From an optimization exercise on the open Yosys and OpenROAD flow, aimed at small area; shortcuts taken in it are not production practice. The RTL was checked by simulation tests, not by an equivalence proof against the original design. Power and IR drop assume default switching activity.

Setup of run A:
## pixel_processing
module pixel_processing#(
    parameter          ROW_NUM = 9'd96,      
    parameter          COL_NUM = 9'd32,      
    parameter          DATA_WIDTH  = 16
)(
    input              rst,
    input              video_clk,
	input     [15:0]   rgb565_i,
    input              data_valid,
	output    [15:0]   pixel_mean,
    output             odata_val
   );
localparam AW = 22;             
localparam NL = 4;              
localparam NS = 8;              
reg [4:0]   col_cnt;
reg [6:0]   row_cnt;
reg         pend;
reg [15:0]  pix;
reg [2:0]   ph;
reg [NL*AW-1:0] ring [0:NS-1];
wire [NL*AW-1:0] port_q = ring[NS-1];
reg         hit, hit_n;
wire        pend_nx = data_valid || (pend && !hit);
wire [4:0]  col_nx  = hit ? col_cnt + 1'b1 : col_cnt;
wire [2:0]  ph_nx   = ph + 1'b1;
wire        hit_nx  = pend_nx && (ph_nx == col_nx[4:2]);
wire        clr  = row_cnt[1:0] == 2'd0;
wire        last_col = col_cnt == COL_NUM-1;
wire        edge_row = (row_cnt[6:2] == 5'd0) || (row_cnt[6:2] == ROW_NUM/4-1);
wire        emit = (row_cnt[1:0] == 2'd3) && (edge_row || col_cnt == 5'd0 || last_col);
wire [AW-1:0] acc = clr ? {AW{1'b0}} : port_q[AW-1:0];
wire [AW-1:0] addend = {2'b0, pix[15:11], 2'b0, pix[10:5], 2'b0, pix[4:0]};
wire [AW-1:0] sum;
wire [AW:0]   cy;
genvar b;
generate for (b = 0; b < AW; b = b + 1) begin : add
    wire cin = (b == 0 || b == 7 || b == 15) ? 1'b0 : cy[b];
    assign sum[b]  = acc[b] ^ addend[b] ^ cin;
    assign cy[b+1] = (acc[b] & addend[b]) | (cin & (acc[b] ^ addend[b]));
end endgenerate
  ...
Size: about 950 cells after synthesis, roughly 740 flip-flops, ~36 I/O pins, about 17000 um^2 of cells after synthesis.
export LEC_CHECK = 0
export CAP_MARGIN = 20
export CORE_MARGIN = 2
export CORE_UTILIZATION = 70
export PLACE_DENSITY = 0.8
export SLEW_MARGIN = 20
create_clock -name core_clock -period 10.0 [get_ports {video_clk}]
standard.sh (not shown) runs the stock make flow with config.mk's settings and CLKGATE_MAP_FILE= SYNTH_SCRIPT=/design/flow/synth_recipe.tcl, a recipe that flattens the netlist after the stock synthesis.
==> flow/flow/run.sh <==
#!/bin/bash
# Own layout flow: the standard flow (standard.sh) with these changes:
#  - synthesis maps the logic with an area-oriented ABC script (abc_map.script)
#    instead of ORFS's speed script, and looks for full adders (extract_fa)
#    on the design's own gates, before Yosys's generic ABC pass restructures
#    them (patch_synth.py); registers are mapped exactly as in the standard
#    synthesis;
#  - CTS without dummy loads and with smaller clock buffers (knobs.sh);
#  - the smallest buffer cell for the port buffers (knobs.sh).
# Each tool's output is in orfs/logs/; the make output is in flow_make.log.
set -euo pipefail
here=$(cd "$(dirname "$0")" && pwd)
rm -rf scripts_local
cp -r "$FLOW_HOME/scripts" scripts_local
cp "$here/abc_map.script" scripts_local/abc_speed.script
python3 "$here/patch_synth.py" scripts_local/synth.tcl
export SCRIPTS_DIR=$PWD/scripts_local
source "$here/knobs.sh"
export CTS_ARGS BUFFER_PORTS_ARGS
bash standard.sh finish > flow_make.log 2>&1
==> flow/flow/abc_map.script <==
&get -n
&st
&syn2
&dch -f
&nf -R 1000 -p
&st
&syn2
&dch -f
&nf -R 1000 -p
&put
==> flow/flow/knobs.sh <==
CTS_ARGS="-sink_clustering_enable -repair_clock_nets -sink_clustering_size 22 -sink_clustering_max_diameter 60 -buf_list sky130_fd_sc_hd__clkbuf_8 -root_buf sky130_fd_sc_hd__clkbuf_4 -tree_buf sky130_fd_sc_hd__clkbuf_4 -dont_use_dummy_load"
BUFFER_PORTS_ARGS="-buffer_cell sky130_fd_sc_hd__buf_1"
==> flow/flow/patch_synth.py <==
import sys
p=sys.argv[1]; s=open(p).read()
anchor="  synth -top $::env(DESIGN_NAME) -run fine: {*}$synth_full_args\n"
assert anchor in s
s=s.replace(anchor,"  techmap\n  opt -fast\n  extract_fa\n  techmap -map $::env(ADDER_MAP_FILE)\n  opt -fast\n"+anchor,1)
open(p,'w').write(s)
Every stage of the flow completed for run A, and the final layout passed the timing, DRC and antenna checks.
Edits applied to the flow inputs when going from run A to run B:
# run A
export LEC_CHECK = 0
export CAP_MARGIN = 20
export CORE_MARGIN = 2
export CORE_UTILIZATION = 70
export PLACE_DENSITY = 0.8
export SLEW_MARGIN = 20
create_clock -name core_clock -period 10.0 [get_ports {video_clk}]
# run B
export LEC_CHECK = 0
export CAP_MARGIN = 20
export CORE_MARGIN = 2
export CORE_UTILIZATION = 70
export SLEW_MARGIN = 20
create_clock -name core_clock -period 10.0 [get_ports {video_clk}]
==> flow/flow/knobs.sh <==
CTS_ARGS="-sink_clustering_enable -repair_clock_nets -sink_clustering_size 21 -sink_clustering_max_diameter 45 -buf_list sky130_fd_sc_hd__clkbuf_8 -root_buf sky130_fd_sc_hd__clkbuf_4 -tree_buf sky130_fd_sc_hd__clkbuf_4 -dont_use_dummy_load"
BUFFER_PORTS_ARGS="-buffer_cell sky130_fd_sc_hd__buf_1"
Notes after the runs:
Delta (run B minus run A): multi-input logic portion of the cell area did not really move, worst path setup slack after routing now sits higher, post-synthesis compound-gate area fraction about even, number of antenna violations at the first check in global routing was more or less identical.
Against run A, final routed wirelength across all metal layers in run B came out worse.
--- input diff run B..run C ---
==> flow/flow/knobs.sh <==
CTS_ARGS="-sink_clustering_enable -repair_clock_nets -sink_clustering_size 21 -sink_clustering_max_diameter 80 -buf_list sky130_fd_sc_hd__clkbuf_8 -root_buf sky130_fd_sc_hd__clkbuf_4 -tree_buf sky130_fd_sc_hd__clkbuf_4 -dont_use_dummy_load"
BUFFER_PORTS_ARGS="-buffer_cell sky130_fd_sc_hd__buf_1"
Findings:
- Core util | run C vs run B | run C lower
- Compared with run B, run C shows a final worst slack that is 40 ps lower.
- Clock network latency to the later pin of the worst-skew pair (run C over run B): decrease, 20 ps
- Critical path arrival, run C and run B, higher one = run C.
- Compared with run B, in run C final clock period utilization by the worst path increased by 0.40 points relative to the old numbers, routed wire length on met3 decreased by about 1% relative to the old numbers, wire length reported by the detailed router decreased by 230 um relative to the old numbers, share of the final layout cell area in sequential cells increased by 0.25 points relative to the old numbers.
- As far as design area is concerned, run B and run C perform about the same.
- Going from run B to run C, first-iteration DRC count picked up an extra 83; cell count neither gained nor lost much.
Relative to run C, the following input files were edited for run D:
==> flow/flow/run.sh <==
#!/bin/bash
# Own layout flow: the standard flow (standard.sh) with these changes:
#  - synthesis maps the logic with an area-oriented ABC script (abc_map.script)
#    instead of ORFS's speed script; the rest of the synthesis is unchanged,
#    so the registers are the standard synthesis's;
#  - CTS without dummy loads and with smaller clock buffers;
#  - the smallest buffer cell for the port buffers.
# Each tool's output is in orfs/logs/; the make output is in flow_make.log.
set -euo pipefail
here=$(cd "$(dirname "$0")" && pwd)
rm -rf scripts_local
cp -r "$FLOW_HOME/scripts" scripts_local
cp "$here/abc_map.script" scripts_local/abc_speed.script
export SCRIPTS_DIR=$PWD/scripts_local
source "$here/knobs.sh"
export CTS_ARGS BUFFER_PORTS_ARGS
bash standard.sh finish > flow_make.log 2>&1
==> flow/flow/knobs.sh <==
CTS_ARGS="-sink_clustering_enable -repair_clock_nets -sink_clustering_size 20 -sink_clustering_max_diameter 60 -buf_list sky130_fd_sc_hd__clkbuf_8 -root_buf sky130_fd_sc_hd__clkbuf_4 -tree_buf sky130_fd_sc_hd__clkbuf_4 -dont_use_dummy_load"
BUFFER_PORTS_ARGS="-buffer_cell sky130_fd_sc_hd__buf_1"
removed: flow/flow/patch_synth.py
Findings:
Between run D and run C, maximum resistive drop on vdd is lower for run D, run C comes in above that. Between run D and run C, the portion of total power attributed to sequential cells is lower for run D. Of run D and run C, run C shows the higher length of routed wiring on met1, with run D below it. Relative to run C, the wire length of run D is higher by 1.7%. In the flow results for run D and run C, the longest individual stage delay on the worst path is smaller on run D. Compared with run C, run D ends up with more cell area. Run D and run C ended up with nearly the same clock transition at the registers of the reported paths.

* * *

Another version of the RTL of pixel_processing (not shown whole).
Size in the first run: ~1400 cells after synthesis, roughly 740 flip-flops, ~36 I/O pins, about 18000 sq um of cells after synthesis.
// pixel_processing
module pixel_processing#(
    parameter          ROW_NUM = 9'd96,      
    parameter          COL_NUM = 9'd32,      
    parameter          DATA_WIDTH  = 16
)(
    input              rst,
    input              video_clk,
	input     [15:0]   rgb565_i,
    input              data_valid,
	output    [15:0]   pixel_mean,
    output             odata_val
   );
clock: 10.0 ns
lec_check: 0
abc_area: 1
cap_margin: 20
core_margin: 2
core_utilization: 70
cts_buf_list: sky130_fd_sc_hd__clkbuf_8
cts_cluster_diameter: 40
cts_cluster_size: 20
slew_margin: 20
run.sh (not shown) runs the stock make flow with config.mk's settings and CLKGATE_MAP_FILE= SYNTH_SCRIPT=/design/flow/synth_recipe.tcl, a recipe that flattens the netlist after the stock synthesis.
Stock flow here: none of the scripts above is used.
The baseline finished clean.
Change:
ABC_AREA = unset   (was 1)
CORE_UTILIZATION = 40   (was 70)
CTS_BUF_LIST = unset   (was sky130_fd_sc_hd__clkbuf_8)
CTS_CLUSTER_DIAMETER = unset   (was 40)
CTS_CLUSTER_SIZE = unset   (was 20)
Combinational power fell by 12%.
Sequential share of layout area came out lower by 5.6 points.
Cell area rose by 8.0%.
Clock-buffer cell count rises by 39.
Clock power climbs by 75%.
Power is higher by 17%.
Synthesized cell count decreases by 16%.
Die area grows by 71%.
Via count came out lower by 8.9%.
Utilization fell by 30 points.
Change:
==> flow/flow/run.sh (new file) <==
#!/bin/bash
# Own layout flow: the standard flow (standard.sh) with two changes:
# CTS without dummy loads and with smaller clock buffers, and the smallest
# buffer cell for the port buffers. Each tool's output is in orfs/logs/;
# the whole make output is in flow_make.log.
set -euo pipefail
here=$(cd "$(dirname "$0")" && pwd)
source "$here/knobs.sh"
export CTS_ARGS BUFFER_PORTS_ARGS
bash standard.sh finish > flow_make.log 2>&1
==> flow/flow/knobs.sh (new file) <==
CTS_ARGS="-sink_clustering_enable -repair_clock_nets -sink_clustering_size 22 -sink_clustering_max_diameter 30 -buf_list sky130_fd_sc_hd__clkbuf_8 -dont_use_dummy_load"
BUFFER_PORTS_ARGS="-buffer_cell sky130_fd_sc_hd__buf_1"
==> flow/standard.sh (new file) <==
#!/bin/bash
# synth_recipe.tcl (not shown) runs the flow's synth.tcl, then flattens the netlist and writes it again
# the make line also repeats each setting of config.mk as NAME=value (left out here)
make -C /OpenROAD-flow-scripts/flow DESIGN_CONFIG=/design/flow/config.mk WORK_HOME=/design/flow/orfs CLKGATE_MAP_FILE= SYNTH_SCRIPT=/design/flow/synth_recipe.tcl "${@:-finish}"
CORE_UTILIZATION = 70   (was 40)
PLACE_DENSITY = 0.85   (was unset)
removed: flow/run.sh
Result: The changed run completed without violations; non-clock buffer count is lower by 4; hold slack degrades by 0.026 ns; clock-buffer cell count went down by 10; final area drops by a little under a tenth.
Change:
==> flow/flow/knobs.sh (replaced) <==
CTS_ARGS="-sink_clustering_enable -repair_clock_nets -sink_clustering_size 20 -sink_clustering_max_diameter 40 -buf_list sky130_fd_sc_hd__clkbuf_8 -dont_use_dummy_load"
BUFFER_PORTS_ARGS="-buffer_cell sky130_fd_sc_hd__buf_1"
PLACE_DENSITY = unset   (was 0.85)
Design area fell by a few percent.
Power fell by a little under a tenth.
Die area stays the same.
Wire length fell by a few percent.

* * *

RTL: one of the versions met above, not the one the previous note started from.
Size: ~740 flip-flops, ~36 I/O pins.
==> flow/config.mk <==
export PLATFORM = sky130hd
export DESIGN_NAME = pixel_processing
export DESIGN_NICKNAME = pixel_processing
export VERILOG_FILES = /design/flow/design.v
export SDC_FILE = /design/flow/constraint.sdc
export NUM_CORES = 4
export LEC_CHECK = 0
export CAP_MARGIN = 20
export CORE_MARGIN = 2
export CORE_UTILIZATION = 70
export SLEW_MARGIN = 20
==> flow/constraint.sdc <==
create_clock -name core_clock -period 10.0 [get_ports {video_clk}]
set_input_delay 2.0000 -clock core_clock [delete_from_list [all_inputs] [get_ports {video_clk}]]
set_output_delay 2.0000 -clock core_clock [all_outputs]
set_load 0.01 [all_outputs]
standard.sh (not shown) runs the stock make flow with config.mk's settings and CLKGATE_MAP_FILE= SYNTH_SCRIPT=/design/flow/synth_recipe.tcl, a recipe that flattens the netlist after the stock synthesis.
==> flow/flow/run.sh <==
#!/bin/bash
# Own layout flow: the standard flow (standard.sh) with these changes:
#  - synthesis maps the logic with an area-oriented ABC script (abc_map.script)
#    instead of ORFS's speed script; the rest of the synthesis is unchanged,
#    so the registers are the standard synthesis's;
#  - CTS without dummy loads and with smaller clock buffers;
#  - the smallest buffer cell for the port buffers.
# Each tool's output is in orfs/logs/; the make output is in flow_make.log.
set -euo pipefail
here=$(cd "$(dirname "$0")" && pwd)
rm -rf scripts_local
cp -r "$FLOW_HOME/scripts" scripts_local
cp "$here/abc_map.script" scripts_local/abc_speed.script
export SCRIPTS_DIR=$PWD/scripts_local
source "$here/knobs.sh"
export CTS_ARGS BUFFER_PORTS_ARGS
bash standard.sh finish > flow_make.log 2>&1
==> flow/flow/knobs.sh <==
CTS_ARGS="-sink_clustering_enable -repair_clock_nets -sink_clustering_size 21 -sink_clustering_max_diameter 60 -buf_list sky130_fd_sc_hd__clkbuf_8 -root_buf sky130_fd_sc_hd__clkbuf_4 -tree_buf sky130_fd_sc_hd__clkbuf_4 -dont_use_dummy_load"
BUFFER_PORTS_ARGS="-buffer_cell sky130_fd_sc_hd__buf_1"
Scripts as last shown in full above: flow/flow/abc_map.script
Next try:
==> flow/flow/run.sh (replaced) <==
#!/bin/bash
# Own layout flow: the standard flow (standard.sh) with two changes:
# CTS without dummy loads and with smaller clock buffers, and the smallest
# buffer cell for the port buffers. Each tool's output is in orfs/logs/;
# the whole make output is in flow_make.log.
set -euo pipefail
here=$(cd "$(dirname "$0")" && pwd)
source "$here/knobs.sh"
export CTS_ARGS BUFFER_PORTS_ARGS
bash standard.sh finish > flow_make.log 2>&1
==> flow/flow/knobs.sh (replaced) <==
CTS_ARGS="-sink_clustering_enable -repair_clock_nets -sink_clustering_size 20 -sink_clustering_max_diameter 60 -buf_list sky130_fd_sc_hd__clkbuf_8 -dont_use_dummy_load"
BUFFER_PORTS_ARGS="-buffer_cell sky130_fd_sc_hd__buf_1"
removed: flow/flow/abc_map.script
Outcome: The changed run produced a clean layout. Count of clock-buffer cells in the layout came out higher by 1. Via count came out lower slightly. Clock skew came out lower by 72 ps. Sequential power came out higher slightly. Setup slack improves by 30 ps. Power came out higher slightly.
Next try:
==> flow/flow/run.sh (replaced) <==
#!/bin/bash
# Own layout flow: the standard flow (standard.sh) with these changes:
#  - synthesis maps the logic with an area-oriented ABC script (abc_map.script)
#    instead of ORFS's speed script, and looks for full adders (extract_fa)
#    on the design's own gates, before Yosys's generic ABC pass restructures
#    them (patch_synth.py); registers are mapped exactly as in the standard
#    synthesis;
#  - CTS without dummy loads and with smaller clock buffers (knobs.sh);
#  - the smallest buffer cell for the port buffers (knobs.sh).
# Each tool's output is in orfs/logs/; the make output is in flow_make.log.
set -euo pipefail
here=$(cd "$(dirname "$0")" && pwd)
rm -rf scripts_local
cp -r "$FLOW_HOME/scripts" scripts_local
cp "$here/abc_map.script" scripts_local/abc_speed.script
python3 "$here/patch_synth.py" scripts_local/synth.tcl
export SCRIPTS_DIR=$PWD/scripts_local
source "$here/knobs.sh"
export CTS_ARGS BUFFER_PORTS_ARGS
bash standard.sh finish > flow_make.log 2>&1
==> flow/flow/abc_map.script (new file) <==
&get -n
&st
&syn2
&dch -f
&nf -R 1000 -p
&st
&syn2
&dch -f
&nf -R 1000 -p
&put
==> flow/flow/knobs.sh (replaced) <==
CTS_ARGS="-sink_clustering_enable -repair_clock_nets -sink_clustering_size 21 -sink_clustering_max_diameter 60 -buf_list sky130_fd_sc_hd__clkbuf_8 -root_buf sky130_fd_sc_hd__clkbuf_4 -tree_buf sky130_fd_sc_hd__clkbuf_4 -dont_use_dummy_load"
BUFFER_PORTS_ARGS="-buffer_cell sky130_fd_sc_hd__buf_1"
==> flow/flow/patch_synth.py (new file) <==
import sys
p=sys.argv[1]; s=open(p).read()
anchor="  synth -top $::env(DESIGN_NAME) -run fine: {*}$synth_full_args\n"
assert anchor in s
s=s.replace(anchor,"  techmap\n  opt -fast\n  extract_fa\n  techmap -map $::env(ADDER_MAP_FILE)\n  opt -fast\n"+anchor,1)
open(p,'w').write(s)
Worst setup slack improves by 63 ps.
Design area falls slightly.
Global-route usage rose by 0.76 points.
Clock-buffer cell count goes down by 1.
Maximum frequency climbs slightly.
Routed wire length is higher by a few percent.
Synthesized area is lower slightly.
Critical path depth came out lower by 3.
Register-to-register slack improves by 180 ps.
Non-clock buffer count is unchanged.
Next try:
==> flow/flow/run.sh (replaced) <==
#!/bin/bash
# Own layout flow: the standard flow (standard.sh) with these changes:
#  - synthesis maps the logic with an area-oriented ABC script (abc_map.script)
#    instead of ORFS's speed script; the rest of the synthesis is unchanged,
#    so the registers are the standard synthesis's;
#  - CTS without dummy loads and with smaller clock buffers;
#  - the smallest buffer cell for the port buffers.
# Each tool's output is in orfs/logs/; the make output is in flow_make.log.
set -euo pipefail
here=$(cd "$(dirname "$0")" && pwd)
rm -rf scripts_local
cp -r "$FLOW_HOME/scripts" scripts_local
cp "$here/abc_map.script" scripts_local/abc_speed.script
export SCRIPTS_DIR=$PWD/scripts_local
source "$here/knobs.sh"
export CTS_ARGS BUFFER_PORTS_ARGS
bash standard.sh finish > flow_make.log 2>&1
==> flow/flow/knobs.sh (replaced) <==
CTS_ARGS="-sink_clustering_enable -repair_clock_nets -sink_clustering_size 20 -sink_clustering_max_diameter 60 -buf_list sky130_fd_sc_hd__clkbuf_8 -root_buf sky130_fd_sc_hd__clkbuf_4 -tree_buf sky130_fd_sc_hd__clkbuf_2 -dont_use_dummy_load"
BUFFER_PORTS_ARGS="-buffer_cell sky130_fd_sc_hd__buf_1"
removed: flow/flow/patch_synth.py
Outcome:
- The changed run finished with timing, DRC and antenna clean
- core utilization goes up by 0.54 points
- total power came out lower slightly
- register-to-register slack is worse by 160 ps
- clock-buffer cell count rises by 1
- combinational power came out higher by about a fifth
- area after synthesis fell slightly

[separate check: timing with driven ports]
How much do the figures lean on ideal ports? The routed layouts below were timed once more, with nothing changed but the port constraints. Step 1 (the two cells are an assumption about what drives the block):
set clk [get_ports {video_clk}]
set_driving_cell -lib_cell sky130_fd_sc_hd__clkbuf_16 $clk
set_driving_cell -lib_cell sky130_fd_sc_hd__buf_2 [delete_from_list [all_inputs] $clk]
Step 2 times the ports against the registers' clock, not the clock port: input delays grow and output delays shrink by t, the midpoint of the rising clock arrivals with the driver on. a / b / c = no drivers / after step 1 / after step 2; a / b = the first two.
run | shift t [ns] | setup slack, ns | hold WS [ns]
run A | 0.718 | 3.300 / 3.258 / 3.976 | 0.307 / 0.307 / 0.307
run B | 0.725 | 3.628 / 3.585 / 4.310 | 0.283 / 0.283 / 0.283
run C | 0.709 | 3.588 / 3.545 / 4.254 | 0.253 / 0.253 / 0.253
run D | 0.727 | 3.403 / 3.362 / 4.089 | 0.322 / 0.322 / 0.322
the first run of note 2 | 0.643 | 3.209 / 3.167 / 3.810 | 0.306 / 0.306 / 0.306
the second run of note 2 | 0.609 | 3.637 / 3.584 / 4.193 | 0.310 / 0.310 / 0.310
the third run of note 2 | 0.626 | 3.983 / 3.939 / 4.565 | 0.283 / 0.283 / 0.283
the fourth run of note 2 | 0.619 | 3.973 / 3.928 / 4.547 | 0.283 / 0.283 / 0.283
the first run of note 3 | 0.706 | 3.498 / 3.457 / 4.163 | 0.275 / 0.275 / 0.275
the second run of note 3 | 0.599 | 3.528 / 3.486 / 4.084 | 0.321 / 0.321 / 0.321
the third run of note 3 | 0.693 | 3.591 / 3.551 / 4.244 | 0.264 / 0.264 / 0.264
the fourth run of note 3 | 0.727 | 3.403 / 3.362 / 4.089 | 0.322 / 0.322 / 0.322
After both steps every run listed still meets setup and hold.
